This is an optimization exercise on Yosys and OpenROAD, whose aim is small area, not a production implementation.
Only the layout flow was run in this run; the RTL was not checked for function there.
Power figures rest on the tool's default switching activity, not on a simulated workload.

File: flow/run.sh
#!/bin/bash
# synth_recipe.tcl (not shown) runs the flow's synth.tcl, then flattens the netlist and writes it again
# the make line also repeats each setting of config.mk as NAME=value (left out here)
make -C /OpenROAD-flow-scripts/flow DESIGN_CONFIG=/design/flow/config.mk WORK_HOME=/design/flow/orfs CLKGATE_MAP_FILE= SYNTH_SCRIPT=/design/flow/synth_recipe.tcl finish
File: flow/constraint.sdc
create_clock -name core_clock -period 4.5 [get_ports {clk}]
set_input_delay 0.9000 -clock core_clock [delete_from_list [all_inputs] [get_ports {clk}]]
set_output_delay 0.9000 -clock core_clock [all_outputs]
set_load 0.01 [all_outputs]
File: flow/config.mk
export PLATFORM = sky130hd
export DESIGN_NAME = cardinal_ring
export DESIGN_NICKNAME = cardinal_ring
export VERILOG_FILES = /design/flow/design.v
export SDC_FILE = /design/flow/constraint.sdc
export NUM_CORES = 4
export LEC_CHECK = 0
export CAP_MARGIN = 20
export CORE_MARGIN = 2
export CORE_UTILIZATION = 40
export PLACE_DENSITY = 0.6
export SLEW_MARGIN = 20
File: flow/design.v
module buffer_1loc 
(
    input clk, reset,  
    input re, we,  
    input [64 - 1:0] data_in,
    output [64 - 1:0] data_out,
    output full, empty
);
    reg [64 - 1:0] mem;  
    reg flag;
    assign full = flag;
    assign empty = ~flag;
    wire re_ql, we_ql;  
    assign re_ql = (re & flag);
    assign we_ql = (we & !flag);
    always @(posedge clk)
    begin
        if(reset)
        begin
            flag <= 0;  
            mem <= 0;
        end
        else
        begin
            if(re_ql) flag <= 0;
            else if(we_ql)
                begin
                    mem <= data_in;
                    flag <= 1;
                end
        end
    end
    assign data_out = mem;
endmodule
module rotating_prioritizer 
#(
	parameter initial_value = 1  
)
(
	input clk, reset,  
	input polarity,  
	input rq_0, rq_1,  
	output reg gt_0, gt_1  
);
	reg last_gt_v0, last_gt_v1; 
	reg rq_0_f, rq_1_f;
	reg gt_0_f, gt_1_f;
	always @(*)
	begin
		if(rq_0_f == 1) 
		begin
			gt_0_f = 1;
			gt_1_f = 0;
		end
		else
		begin
			gt_0_f = 0;
			gt_1_f = rq_1_f;
		end
	end
	always @(*)
	begin
		if(polarity == 1)
			if(last_gt_v1 == 1) 
			begin
				{rq_0_f, rq_1_f} = {rq_0, rq_1};  
				{gt_0, gt_1} = {gt_0_f, gt_1_f};  
			end
			else 
			begin
				{rq_1_f, rq_0_f} = {rq_0, rq_1};  
				{gt_1, gt_0} = {gt_0_f, gt_1_f};  
			end
		else  
			if(last_gt_v0 == 1) 
			begin
				{rq_0_f, rq_1_f} = {rq_0, rq_1};  
				{gt_0, gt_1} = {gt_0_f, gt_1_f};  
			end
			else 
			begin
				{rq_1_f, rq_0_f} = {rq_0, rq_1};  
				{gt_1, gt_0} = {gt_0_f, gt_1_f};  
			end	
	end	
	always @(posedge clk)
	begin
		if(reset) 
		begin
			last_gt_v0 <= initial_value;
			last_gt_v1 <= initial_value;
		end
		else
		begin
			if(polarity == 1)
				if((rq_0 == 0) || (rq_1 == 0))  
					last_gt_v1 <= initial_value;
				else
				begin
					if(gt_0) last_gt_v1 <= 0;
					if(gt_1) last_gt_v1 <= 1;
				end
			else  
				if((rq_0 == 0) || (rq_1 == 0))  
					last_gt_v0 <= initial_value;
				else
				begin
					if(gt_0) last_gt_v0 <= 0;
					if(gt_1) last_gt_v0 <= 1;
				end
		end
	end
endmodule
module cardinal_router 
#(
    parameter PACKET_SIZE = 64  
)
(
    input clk, reset, polarity,  
    input cwsi,  
    output reg cwri,  
    input [PACKET_SIZE - 1:0] cwdi,  
    input ccwsi,  
    output reg ccwri,  
    input [PACKET_SIZE - 1:0] ccwdi,  
    input pesi,  
    output reg peri,  
    input [PACKET_SIZE - 1:0] pedi,  
    output cwso,  
    input cwro,  
    output [PACKET_SIZE - 1:0] cwdo,  
    output ccwso,  
    input ccwro,  
    output [PACKET_SIZE - 1:0] ccwdo,  
    output peso,  
    input pero,  
    output [PACKET_SIZE - 1:0] pedo  
);
    wire full_cwi_v0, full_cwi_v1, full_ccwi_v0, full_ccwi_v1, full_pei_v0, full_pei_v1;
    wire empty_cwi_v0, empty_cwi_v1, empty_ccwi_v0, empty_ccwi_v1, empty_pei_v0, empty_pei_v1;
    reg re_cwi_v0, re_cwi_v1, re_ccwi_v0, re_ccwi_v1, re_pei_v0, re_pei_v1;
    reg we_cwi_v0, we_cwi_v1, we_ccwi_v0, we_ccwi_v1, we_pei_v0, we_pei_v1;
    wire [PACKET_SIZE - 1:0] do_cwi_v0, do_cwi_v1, do_ccwi_v0, do_ccwi_v1, do_pei_v0, do_pei_v1;
    buffer_1loc buf_cwi_v0
    (
        .clk(clk),
        .reset(reset),
        .full(full_cwi_v0),
        .empty(empty_cwi_v0),
        .re(re_cwi_v0),
        .we(we_cwi_v0),
        .data_in(cwdi),
        .data_out(do_cwi_v0)
    );
    buffer_1loc buf_cwi_v1
    (
        .clk(clk),
        .reset(reset),
        .full(full_cwi_v1),
        .empty(empty_cwi_v1),
        .re(re_cwi_v1),
        .we(we_cwi_v1),
        .data_in(cwdi),
        .data_out(do_cwi_v1)
    );
    buffer_1loc buf_ccwi_v0
    (
        .clk(clk),
        .reset(reset),
        .full(full_ccwi_v0),
        .empty(empty_ccwi_v0),
        .re(re_ccwi_v0),
        .we(we_ccwi_v0),
        .data_in(ccwdi),
        .data_out(do_ccwi_v0)
    );
    buffer_1loc buf_ccwi_v1
    (
        .clk(clk),
        .reset(reset),
        .full(full_ccwi_v1),
        .empty(empty_ccwi_v1),
        .re(re_ccwi_v1),
        .we(we_ccwi_v1),
        .data_in(ccwdi),
        .data_out(do_ccwi_v1)
    );
    buffer_1loc buf_pei_v0
    (
        .clk(clk),
        .reset(reset),
        .full(full_pei_v0),
        .empty(empty_pei_v0),
        .re(re_pei_v0),
        .we(we_pei_v0),
        .data_in(pedi),
        .data_out(do_pei_v0)
    );   
    buffer_1loc buf_pei_v1
    (
        .clk(clk),
        .reset(reset),
        .full(full_pei_v1),
        .empty(empty_pei_v1),
        .re(re_pei_v1),
        .we(we_pei_v1),
        .data_in(pedi),
        .data_out(do_pei_v1)
    ); 
    wire vc_cwi, vc_ccwi, vc_pei;
    assign vc_cwi = cwdi[63];
    assign vc_ccwi = ccwdi[63];
    assign vc_pei = pedi[63];
    wire dir_cwi, dir_ccwi, dir_pei;
    assign dir_cwi = cwdi[62];
    assign dir_ccwi = ccwdi[62];
    assign dir_pei = pedi[62];
    wire [7:0] hop_cwi, hop_ccwi, hop_pei;
    assign hop_cwi = cwdi[55-:8];
    assign hop_ccwi = ccwdi[55-:8];
    assign hop_pei = pedi[55-:8];
    wire [15:0] src_cwi, src_ccwi, src_pei;
    assign src_cwi = cwdi[47-:16];
    assign src_ccwi = ccwdi[47-:16];
    assign src_pei = pedi[47-:16];
    always @(*)
    begin
        if(polarity == 0)
        begin
            we_cwi_v0 = 0;
            we_ccwi_v0 = 0;
            we_pei_v0 = 0;
            if(cwsi && cwri) we_cwi_v1 = 1;
            else we_cwi_v1 = 0;
            if(ccwsi && ccwri) we_ccwi_v1 = 1;
            else we_ccwi_v1 = 0; 
            if(pesi && peri) we_pei_v1 = 1;
            else we_pei_v1 = 0;   
        end
        else
        begin
            we_cwi_v1 = 0;
            we_ccwi_v1 = 0;
            we_pei_v1 = 0;
            if(cwsi && cwri) we_cwi_v0 = 1;
            else we_cwi_v0 = 0;
            if(ccwsi && ccwri) we_ccwi_v0 = 1;
            else we_ccwi_v0 = 0; 
            if(pesi && peri) we_pei_v0 = 1;
            else we_pei_v0 = 0; 
        end 
    end
    always @(*)
    begin
        if(polarity == 0)
        begin
            if(empty_cwi_v1) cwri = 1;
            else cwri = 0;
            if(empty_ccwi_v1) ccwri = 1;
            else ccwri = 0;
            if(empty_pei_v1) peri = 1; 
            else peri = 0;
        end
        else  
        begin
            if(empty_cwi_v0) cwri = 1;
            else cwri = 0;
            if(empty_ccwi_v0) ccwri = 1;
            else ccwri = 0;
            if(empty_pei_v0) peri = 1;
            else peri = 0;
        end
    end
    wire full_cwo_v0, full_cwo_v1, full_ccwo_v0, full_ccwo_v1, full_peo_v0, full_peo_v1;
    wire empty_cwo_v0, empty_cwo_v1, empty_ccwo_v0, empty_ccwo_v1, empty_peo_v0, empty_peo_v1;
    wire re_cwo_v0, re_cwo_v1, re_ccwo_v0, re_ccwo_v1, re_peo_v0, re_peo_v1;
    reg we_cwo_v0, we_cwo_v1, we_ccwo_v0, we_ccwo_v1, we_peo_v0, we_peo_v1;
    reg [PACKET_SIZE - 1:0] di_cwo_v0, di_cwo_v1, di_ccwo_v0, di_ccwo_v1, di_peo_v0, di_peo_v1;
    wire [PACKET_SIZE - 1:0] do_cwo_v0, do_cwo_v1, do_ccwo_v0, do_ccwo_v1, do_peo_v0, do_peo_v1;
    buffer_1loc buf_cwo_v0
    (
        .clk(clk),
        .reset(reset),
        .full(full_cwo_v0),
        .empty(empty_cwo_v0),
        .re(re_cwo_v0),
        .we(we_cwo_v0),
        .data_in(di_cwo_v0),
        .data_out(do_cwo_v0)
    );
    buffer_1loc buf_cwo_v1
    (
        .clk(clk),
        .reset(reset),
        .full(full_cwo_v1),
        .empty(empty_cwo_v1),
        .re(re_cwo_v1),
        .we(we_cwo_v1),
        .data_in(di_cwo_v1),
        .data_out(do_cwo_v1)
    );
    buffer_1loc buf_ccwo_v0
    (
        .clk(clk),
        .reset(reset),
        .full(full_ccwo_v0),
        .empty(empty_ccwo_v0),
        .re(re_ccwo_v0),
        .we(we_ccwo_v0),
        .data_in(di_ccwo_v0),
        .data_out(do_ccwo_v0)
    );
    buffer_1loc buf_ccwo_v1
    (
        .clk(clk),
        .reset(reset),
        .full(full_ccwo_v1),
        .empty(empty_ccwo_v1),
        .re(re_ccwo_v1),
        .we(we_ccwo_v1),
        .data_in(di_ccwo_v1),
        .data_out(do_ccwo_v1)
    );
    buffer_1loc buf_peo_v0
    (
        .clk(clk),
        .reset(reset),
        .full(full_peo_v0),
        .empty(empty_peo_v0),
        .re(re_peo_v0),
        .we(we_peo_v0),
        .data_in(di_peo_v0),
        .data_out(do_peo_v0)
    );   
    buffer_1loc buf_peo_v1
    (
        .clk(clk),
        .reset(reset),
        .full(full_peo_v1),
        .empty(empty_peo_v1),
        .re(re_peo_v1),
        .we(we_peo_v1),
        .data_in(di_peo_v1),
        .data_out(do_peo_v1)
    );  
    reg rq_cwi_cwo, rq_cwi_peo; 
    reg rq_ccwi_ccwo, rq_ccwi_peo;
    reg rq_pei_cwo, rq_pei_ccwo;
    always @(*)
    begin
        rq_cwi_cwo = 0;
        rq_cwi_peo = 0;
        rq_ccwi_ccwo = 0;
        rq_ccwi_peo = 0;
        rq_pei_cwo = 0;
        rq_pei_ccwo = 0;
        if(polarity == 0)  
        begin
            if(full_cwi_v0 && (do_cwi_v0[48] == 1) && empty_cwo_v0) rq_cwi_cwo = 1;
            if(full_cwi_v0 && (do_cwi_v0[48] == 0) && empty_peo_v0) rq_cwi_peo = 1;
            if(full_ccwi_v0 && (do_ccwi_v0[48] == 1) && empty_ccwo_v0) rq_ccwi_ccwo = 1;
            if(full_ccwi_v0 && (do_ccwi_v0[48] == 0) && empty_peo_v0) rq_ccwi_peo = 1;
            if(full_pei_v0 && (do_pei_v0[62] == 0) && empty_cwo_v0) rq_pei_cwo = 1;
            if(full_pei_v0 && (do_pei_v0[62] == 1) && empty_ccwo_v0) rq_pei_ccwo = 1;
        end
        else  
        begin
            if(full_cwi_v1 && (do_cwi_v1[48] == 1) && empty_cwo_v1) rq_cwi_cwo = 1;
            if(full_cwi_v1 && (do_cwi_v1[48] == 0) && empty_peo_v1) rq_cwi_peo = 1;
            if(full_ccwi_v1 && (do_ccwi_v1[48] == 1) && empty_ccwo_v1) rq_ccwi_ccwo = 1;
            if(full_ccwi_v1 && (do_ccwi_v1[48] == 0) && empty_peo_v1) rq_ccwi_peo = 1;
            if(full_pei_v1 && (do_pei_v1[62] == 0) && empty_cwo_v1) rq_pei_cwo = 1;
            if(full_pei_v1 && (do_pei_v1[62] == 1) && empty_ccwo_v1) rq_pei_ccwo = 1;
        end
    end
    wire gt_cwi_cwo, gt_cwi_peo; 
    wire gt_ccwi_ccwo, gt_ccwi_peo;
    wire gt_pei_cwo, gt_pei_ccwo;
    rotating_prioritizer #(
        .initial_value(1)  
    )
    arbitor_cwo
    (
        .clk(clk),
        .reset(reset),
        .polarity(polarity),
        .rq_0(rq_cwi_cwo),
        .rq_1(rq_pei_cwo),
        .gt_0(gt_cwi_cwo),
        .gt_1(gt_pei_cwo)
    );
    rotating_prioritizer #(
        .initial_value(1)  
    )
    arbitor_ccwo
    (
        .clk(clk),
        .reset(reset),
        .polarity(polarity),
        .rq_0(rq_ccwi_ccwo),
        .rq_1(rq_pei_ccwo),
        .gt_0(gt_ccwi_ccwo),
        .gt_1(gt_pei_ccwo)
    );
    rotating_prioritizer #(
        .initial_value(1)  
    )
    arbitor_peo
    (
        .clk(clk),
        .reset(reset),
        .polarity(polarity),
        .rq_0(rq_cwi_peo),
        .rq_1(rq_ccwi_peo),
        .gt_0(gt_cwi_peo),
        .gt_1(gt_ccwi_peo)
    );
    always @(*)
    begin
        re_cwi_v0 = 0;
        re_cwi_v1 = 0;
        re_ccwi_v0 = 0;
        re_ccwi_v1 = 0;
        re_pei_v0 = 0;
        re_pei_v1 = 0;
        we_cwo_v0 = 0;
        we_cwo_v1 = 0;
        we_ccwo_v0 = 0;
        we_ccwo_v1 = 0;
        we_peo_v0 = 0;
        we_peo_v1 = 0;
        di_cwo_v0 = 64'bx;
        di_cwo_v1 = 64'bx;
        di_ccwo_v0 = 64'bx;
        di_ccwo_v1 = 64'bx;
        di_peo_v0 = 64'bx;
        di_peo_v1 = 64'bx;
        if(polarity == 0)  
        begin
            if(gt_cwi_cwo)  
            begin
                re_cwi_v0 = 1;
                we_cwo_v0 = 1;
                di_cwo_v0 = do_cwi_v0; 
                di_cwo_v0[55-:8] = do_cwi_v0[55-:8] >> 1;  
            end
            if(gt_cwi_peo)
            begin
                re_cwi_v0 = 1;
                we_peo_v0 = 1;
                di_peo_v0 = do_cwi_v0;
                di_peo_v0[55-:8] = do_cwi_v0[55-:8] >> 1;
            end
            if(gt_ccwi_ccwo)
            begin
                re_ccwi_v0 = 1;
                we_ccwo_v0 = 1;
                di_ccwo_v0 = do_ccwi_v0;
                di_ccwo_v0[55-:8] = do_ccwi_v0[55-:8] >> 1;
            end
            if(gt_ccwi_peo)
            begin
                re_ccwi_v0 = 1;
                we_peo_v0 = 1;
                di_peo_v0 = do_ccwi_v0;
                di_peo_v0[55-:8] = do_ccwi_v0[55-:8] >> 1;
            end
            if(gt_pei_cwo)
            begin
                re_pei_v0 = 1;
                we_cwo_v0 = 1;
                di_cwo_v0 = do_pei_v0;
                di_cwo_v0[55-:8] = do_pei_v0[55-:8] >> 1;
            end
            if(gt_pei_ccwo)
            begin
                re_pei_v0 = 1;
                we_ccwo_v0 = 1;
                di_ccwo_v0 = do_pei_v0;
                di_ccwo_v0[55-:8] = do_pei_v0[55-:8] >> 1;
            end
        end
        else  
        begin
            if(gt_cwi_cwo) 
            begin
                re_cwi_v1 = 1;
                we_cwo_v1 = 1;
                di_cwo_v1 = do_cwi_v1;
                di_cwo_v1[55-:8] = do_cwi_v1[55-:8] >> 1;
            end
            if(gt_cwi_peo)
            begin
                re_cwi_v1 = 1;
                we_peo_v1 = 1;
                di_peo_v1 = do_cwi_v1;
                di_peo_v1[55-:8] = do_cwi_v1[55-:8] >> 1;
            end
            if(gt_ccwi_ccwo)
            begin
                re_ccwi_v1 = 1;
                we_ccwo_v1 = 1;
                di_ccwo_v1 = do_ccwi_v1;
                di_ccwo_v1[55-:8] = do_ccwi_v1[55-:8] >> 1;
            end
            if(gt_ccwi_peo)
            begin
                re_ccwi_v1 = 1;
                we_peo_v1 = 1;
                di_peo_v1 = do_ccwi_v1;
                di_peo_v1[55-:8] = do_ccwi_v1[55-:8] >> 1;
            end
            if(gt_pei_cwo)
            begin
                re_pei_v1 = 1;
                we_cwo_v1 = 1;
                di_cwo_v1 = do_pei_v1;
                di_cwo_v1[55-:8] = do_pei_v1[55-:8] >> 1;
            end
            if(gt_pei_ccwo)
            begin
                re_pei_v1 = 1;
                we_ccwo_v1 = 1;
                di_ccwo_v1 = do_pei_v1;
                di_ccwo_v1[55-:8] = do_pei_v1[55-:8] >> 1;
            end
        end
    end
    assign cwdo = (polarity == 0) ? do_cwo_v1 : do_cwo_v0;
    assign ccwdo = (polarity == 0) ? do_ccwo_v1 : do_ccwo_v0;  
    assign pedo = (polarity == 0) ? do_peo_v1 : do_peo_v0;  
    assign cwso = (polarity == 0) ? (full_cwo_v1 & cwro) : (full_cwo_v0 & cwro);
    assign ccwso = (polarity == 0) ? (full_ccwo_v1 & ccwro) : (full_ccwo_v0 & ccwro);  
    assign peso = (polarity == 0) ? (full_peo_v1 & pero) : (full_peo_v0 & pero); 
    assign re_cwo_v0 = (polarity == 1) ? (cwso & cwro) : 0;
    assign re_cwo_v1 = (polarity == 0) ? (cwso & cwro) : 0;
    assign re_ccwo_v0 = (polarity == 1) ? (ccwso & ccwro) : 0;  
    assign re_ccwo_v1 = (polarity == 0) ? (ccwso & ccwro) : 0;  
    assign re_peo_v0 = (polarity == 1) ? (peso & pero) : 0;
    assign re_peo_v1 = (polarity == 0) ? (peso & pero) : 0;   
endmodule 
module cardinal_ring 
#(
    parameter PAC_SIZE = 64
)
(
    input clk, reset,  
    input node0_pesi, node0_pero,
    output node0_peri, node0_peso,
    input [PAC_SIZE - 1:0] node0_pedi,
    output [PAC_SIZE - 1:0] node0_pedo,
    input node1_pesi, node1_pero,
    output node1_peri, node1_peso,
    input [PAC_SIZE - 1:0] node1_pedi,
    output [PAC_SIZE - 1:0] node1_pedo, 
    input node2_pesi, node2_pero,
    output node2_peri, node2_peso,
    input [PAC_SIZE - 1:0] node2_pedi,
    output [PAC_SIZE - 1:0] node2_pedo,
    input node3_pesi, node3_pero,
    output node3_peri, node3_peso,
    input [PAC_SIZE - 1:0] node3_pedi,
    output [PAC_SIZE - 1:0] node3_pedo,
    output node0_polarity, node1_polarity, node2_polarity, node3_polarity
);
    reg polarity;
    always @(posedge clk)
    begin
        if(reset) polarity <= 1;  
        else polarity <= ~ polarity;
    end
    assign node0_polarity = polarity;
    assign node1_polarity = polarity;
    assign node2_polarity = polarity;
    assign node3_polarity = polarity;
    wire cwr_0, cwr_1, cwr_2, cwr_3;
    wire cws_0, cws_1, cws_2, cws_3;
    wire [PAC_SIZE - 1:0] cwd_0, cwd_1, cwd_2, cwd_3;
    wire ccwr_0, ccwr_1, ccwr_2, ccwr_3;
    wire ccws_0, ccws_1, ccws_2, ccws_3;
    wire [PAC_SIZE - 1:0] ccwd_0, ccwd_1, ccwd_2, ccwd_3;
    cardinal_router #(
        .PACKET_SIZE(PAC_SIZE)
    )
    router_0
    (
        .clk(clk), .reset(reset), .polarity(node0_polarity),
        .cwsi(cws_3), .cwri(cwr_3), .cwdi(cwd_3),
        .ccwsi(ccws_1), .ccwri(ccwr_1), .ccwdi(ccwd_1),
        .pesi(node0_pesi), .peri(node0_peri), .pedi(node0_pedi),
        .cwso(cws_0), .cwro(cwr_0), .cwdo(cwd_0),
        .ccwso(ccws_0), .ccwro(ccwr_0), .ccwdo(ccwd_0),
        .peso(node0_peso), .pero(node0_pero), .pedo(node0_pedo)
    );
    cardinal_router #(
        .PACKET_SIZE(PAC_SIZE)
    )
    router_1
    (
        .clk(clk), .reset(reset), .polarity(node1_polarity),
        .cwsi(cws_0), .cwri(cwr_0), .cwdi(cwd_0),
        .ccwsi(ccws_2), .ccwri(ccwr_2), .ccwdi(ccwd_2),
        .pesi(node1_pesi), .peri(node1_peri), .pedi(node1_pedi),
        .cwso(cws_1), .cwro(cwr_1), .cwdo(cwd_1),
        .ccwso(ccws_1), .ccwro(ccwr_1), .ccwdo(ccwd_1),
        .peso(node1_peso), .pero(node1_pero), .pedo(node1_pedo)
    );
    cardinal_router #(
        .PACKET_SIZE(PAC_SIZE)
    )
    router_2
    (
        .clk(clk), .reset(reset), .polarity(node2_polarity),
        .cwsi(cws_1), .cwri(cwr_1), .cwdi(cwd_1),
        .ccwsi(ccws_3), .ccwri(ccwr_3), .ccwdi(ccwd_3),
        .pesi(node2_pesi), .peri(node2_peri), .pedi(node2_pedi),
        .cwso(cws_2), .cwro(cwr_2), .cwdo(cwd_2),
        .ccwso(ccws_2), .ccwro(ccwr_2), .ccwdo(ccwd_2),
        .peso(node2_peso), .pero(node2_pero), .pedo(node2_pedo)
    );
    cardinal_router #(
        .PACKET_SIZE(PAC_SIZE)
    )
    router_3
    (
        .clk(clk), .reset(reset), .polarity(node3_polarity),
        .cwsi(cws_2), .cwri(cwr_2), .cwdi(cwd_2),
        .ccwsi(ccws_0), .ccwri(ccwr_0), .ccwdi(ccwd_0),
        .pesi(node3_pesi), .peri(node3_peri), .pedi(node3_pedi),
        .cwso(cws_3), .cwro(cwr_3), .cwdo(cwd_3),
        .ccwso(ccws_3), .ccwro(ccwr_3), .ccwdo(ccwd_3),
        .peso(node3_peso), .pero(node3_pero), .pedo(node3_pedo)
    );
endmodule
==> run summary <==
## layer usage
layer / up-vias / wire length, um
li1: 48857 / -
met1: 52505 / 235000
met2: 5583 / 194000
met3: 599 / 78800
met4: 56 / 18600
met5: - / 334
## worst max-delay path, cell delays in order, from the launching register on
cell and delay (ns):
dfxtp_4 0.89, buf_4 0.46, mux2i_1 0.58, clkdlybuf4s50_1 0.65
## cells in the mapped netlist, drive strengths merged (4+ instances only)
| library cell | number | area (sq um) |
|---|---|---|
| a211oi | 505 | 3830 |
| a21o | 9 | 67.6 |
| a21oi | 2333 | 11700 |
| a22oi | 61 | 458 |
| a311oi | 63 | 576 |
| a31oi | 6 | 58.8 |
| a32oi | 5 | 51.3 |
| and2 | 13 | 83.8 |
| and4b | 4 | 40.0 |
| buf | 426 | 2420 |
| clkbuf | 790 | 2970 |
| dfxtp | 3089 | 61800 |
| inv | 15 | 56.3 |
| mux2 | 253 | 2850 |
| mux2i | 1437 | 14400 |
| nand2 | 3273 | 12300 |
| nand2b | 25 | 156 |
| nand3 | 18 | 90.1 |
| nand3b | 10 | 75.1 |
| nand4b | 6 | 52.6 |
| nand4bb | 7 | 78.8 |
| nor2 | 569 | 2140 |
| nor2b | 12 | 75.1 |
| nor3 | 23 | 120 |
| nor3b | 70 | 526 |
| o21a | 6 | 45.0 |
| o21ai | 985 | 4930 |
| o22ai | 5 | 31.3 |
| o2bb2ai | 61 | 534 |
| or2 | 20 | 125 |
| or4b | 6 | 60.1 |
## cell type report
type	count	area share (%)
clock buffer	462	6.51
multi-input combinational	9835	39.1
tap	4100	3.56
inverter	15	0.0443
sequential	3089	42.9
clock inverter	107	1.04
timing repair buffer	926	6.85
antenna	19	0.0330
## path summary, 6_finish.rpt
kind | startpoint | end | slack (ns) | cells after the start
hold / removal | reset | router_1.buf_ccwi_v0.mem[59] | 0.41 | 2
setup / recovery | polarity | node0_peri | 0.07 | 3
setup reg to reg | polarity | router_0.buf_cwo_v0.mem[49] | 0.70 | 7
hold reg to reg | router_1.buf_ccwo_v0.mem[31] | router_0.buf_ccwi_v0.mem[31] | 0.43 | 2
## cell families (layout without fill, tap and decap cells)
| family | count (synthesis) | count (layout) | share of synthesized area [%] |
|---|---|---|---|
| flip-flops | 3089 | 3089 | 50.2 |
| AO/OA/AOI/OAI | 4061 | 4061 | 18.3 |
| buffers and inverters | 1231 | 1510 | 4.42 |
| other | 1 | 27 | 0.00305 |
| multiplexers | 1690 | 1690 | 14.0 |
| AND/OR/NAND/NOR | 4076 | 4076 | 13.1 |
## metrics by stage
stage	cells	setup WS [ns]	power (uW)
CTS	18534	0.120	60100
global route	18542	0.141	61600
detailed placement	17965	0.858	32600
floorplan	14155	1.39	30900
global placement	17965	0.892	32600
finish	18553	0.0687	60100
## where the power goes
group / switching (uW) / leakage, uW / internal [uW] / total [uW]
logic: 2450 / 0.0201 / 1260 / 3710
registers: 485 / 0.0250 / 27900 / 28400
clock network: 11600 / 0.00535 / 16500 / 28000
total: 14500 / 0.0504 / 45600 / 60100
==> flow_summary.ini <==
[status]
status = no timing/DRC/antenna violations

[route]
drt_iter0_drc = 14899
vias = 107600
drc = 0
firstDrtPassIters = 8
ant_nets = 0
vias_per_cell = 5.80
wirelength_um = 526000
wl_per_cell_um = 28.4

[clock_network]
cts-htree-levels = 5
cts_hold_buf = 0
clock_latency_ns = 0.89
path_clk_slew_ns = 0.06
post_cts_resized = 0
cts-buffers-inserted = 318
cts_setup_buffers = 0
clock_path_buffers = 4
clock_sinks = 3089
cts_tree = done
root_buffer = clkbuf_16

[global_route]
grt_max_degree = 206
grt_antenna_before_repair = 75
grt_pass1_vias = 94351
grtUsageMet2_pct = 40.7
grt_use_met1_pct = 48.1
grt-ovfl-total = 0
grt_pass1_wl_um = 726000
met3_usage_pct = 13.3
grt.busiest_layer = met1
grtUsageTotal_pct = 32.3

[sta]
drv_slew = 0
hold_ws_ns = 0.406
maxSlewHeadroom_pct = 26.5
fin_setup_tns_ns = 0
worstMarginPinSlew_ns = 1.10
hold_viol = 0
rsz0062_at_grt = false
finalCriticalPeriod_ns = 4.43
setup_viol_count_final = 0
period_share_pct = 98.5
fmax_mhz = 226
fin_skew_ns = 0.0357

[place]
portBuffers = 521
dpl-instance-area_sq_um = 133000
dp_hpwl_um = 370000
gp_congestion = 0.974

[yosys]
ys_seq_area_share_pct = 50.2
synth-async-reset-ratio_pct = 0
netlist_instances = 14148
ys_types = 77
synth_ff_type = dfxtp_1
avgSynthCellArea_sq_um = 8.70
yosys_register_bits = 3089
syn-cell-area_sq_um = 123000
synth_edf_count = 0
ys_warn_count = 4

[floorplanning]
coreArea_sq_um = 306000
die_h_um = 559
start_util_pct = 40.2
die-area_sq_um = 312000
io_pins = 534
placementRows = 203
die_w_um = 559

[hold_path]
hold_path_class = primary input to flop

[critical_path]
endpoint_kind = primary output
critPathKind = flop to primary output
cp-start-kind = flop
path_max_fanout = 26
worst_ep_arrival_time_ns = 3.53
crit_required_ns = 3.60

[pwr]
powerDensity_nw_per_um2 = 417
peakVddDrop_mv = 0.322
p_leak_uw = 0.0504

[final_layout]
utilization_pct = 47.1
final_area_sq_um = 144000
multi_input_area_sq_um = 56300
final_nets = 14451
layout_common_cells = nand2_1, dfxtp_1, a21oi_1
mostFrequentLayoutCell = nand2_1
ff_latch_area_sq_um = 61800
drive_gt1_share_pct = 8.78
syn_to_final_growth_pct = 17.1
fill_cells = 29766

[flow_run]
cap_violations = 0

==> separate check: timing with driven ports <==
The flow's constraints put no driver on any port. The routed layout listed below was extracted and timed again, unchanged, in two steps. Step 1, drivers: a clkbuf_16 drives clk and a buf_2 each remaining input, both assumed. Step 2, shift: input delay + t, output delay - t, t = (earliest + latest rising clock arrival at the registers) / 2. This alone moves slack from input paths to output paths. a / b / c = no drivers / after step 1 / after step 2; a / b = the first two.
t, ns: 0.978
setup slack, ns: 0.069 / -0.032 / 0.701
worst hold slack (ns): 0.406 / 0.367 / 0.432
slew at the worst register clock pin (ns): 0.07 / 0.07
pins driven straight from the clock port: 1
After both steps setup and hold are still met in this run. For this run, drivers alone change the setup slack by -0.101 ns; drivers and shift together by +0.632 ns.
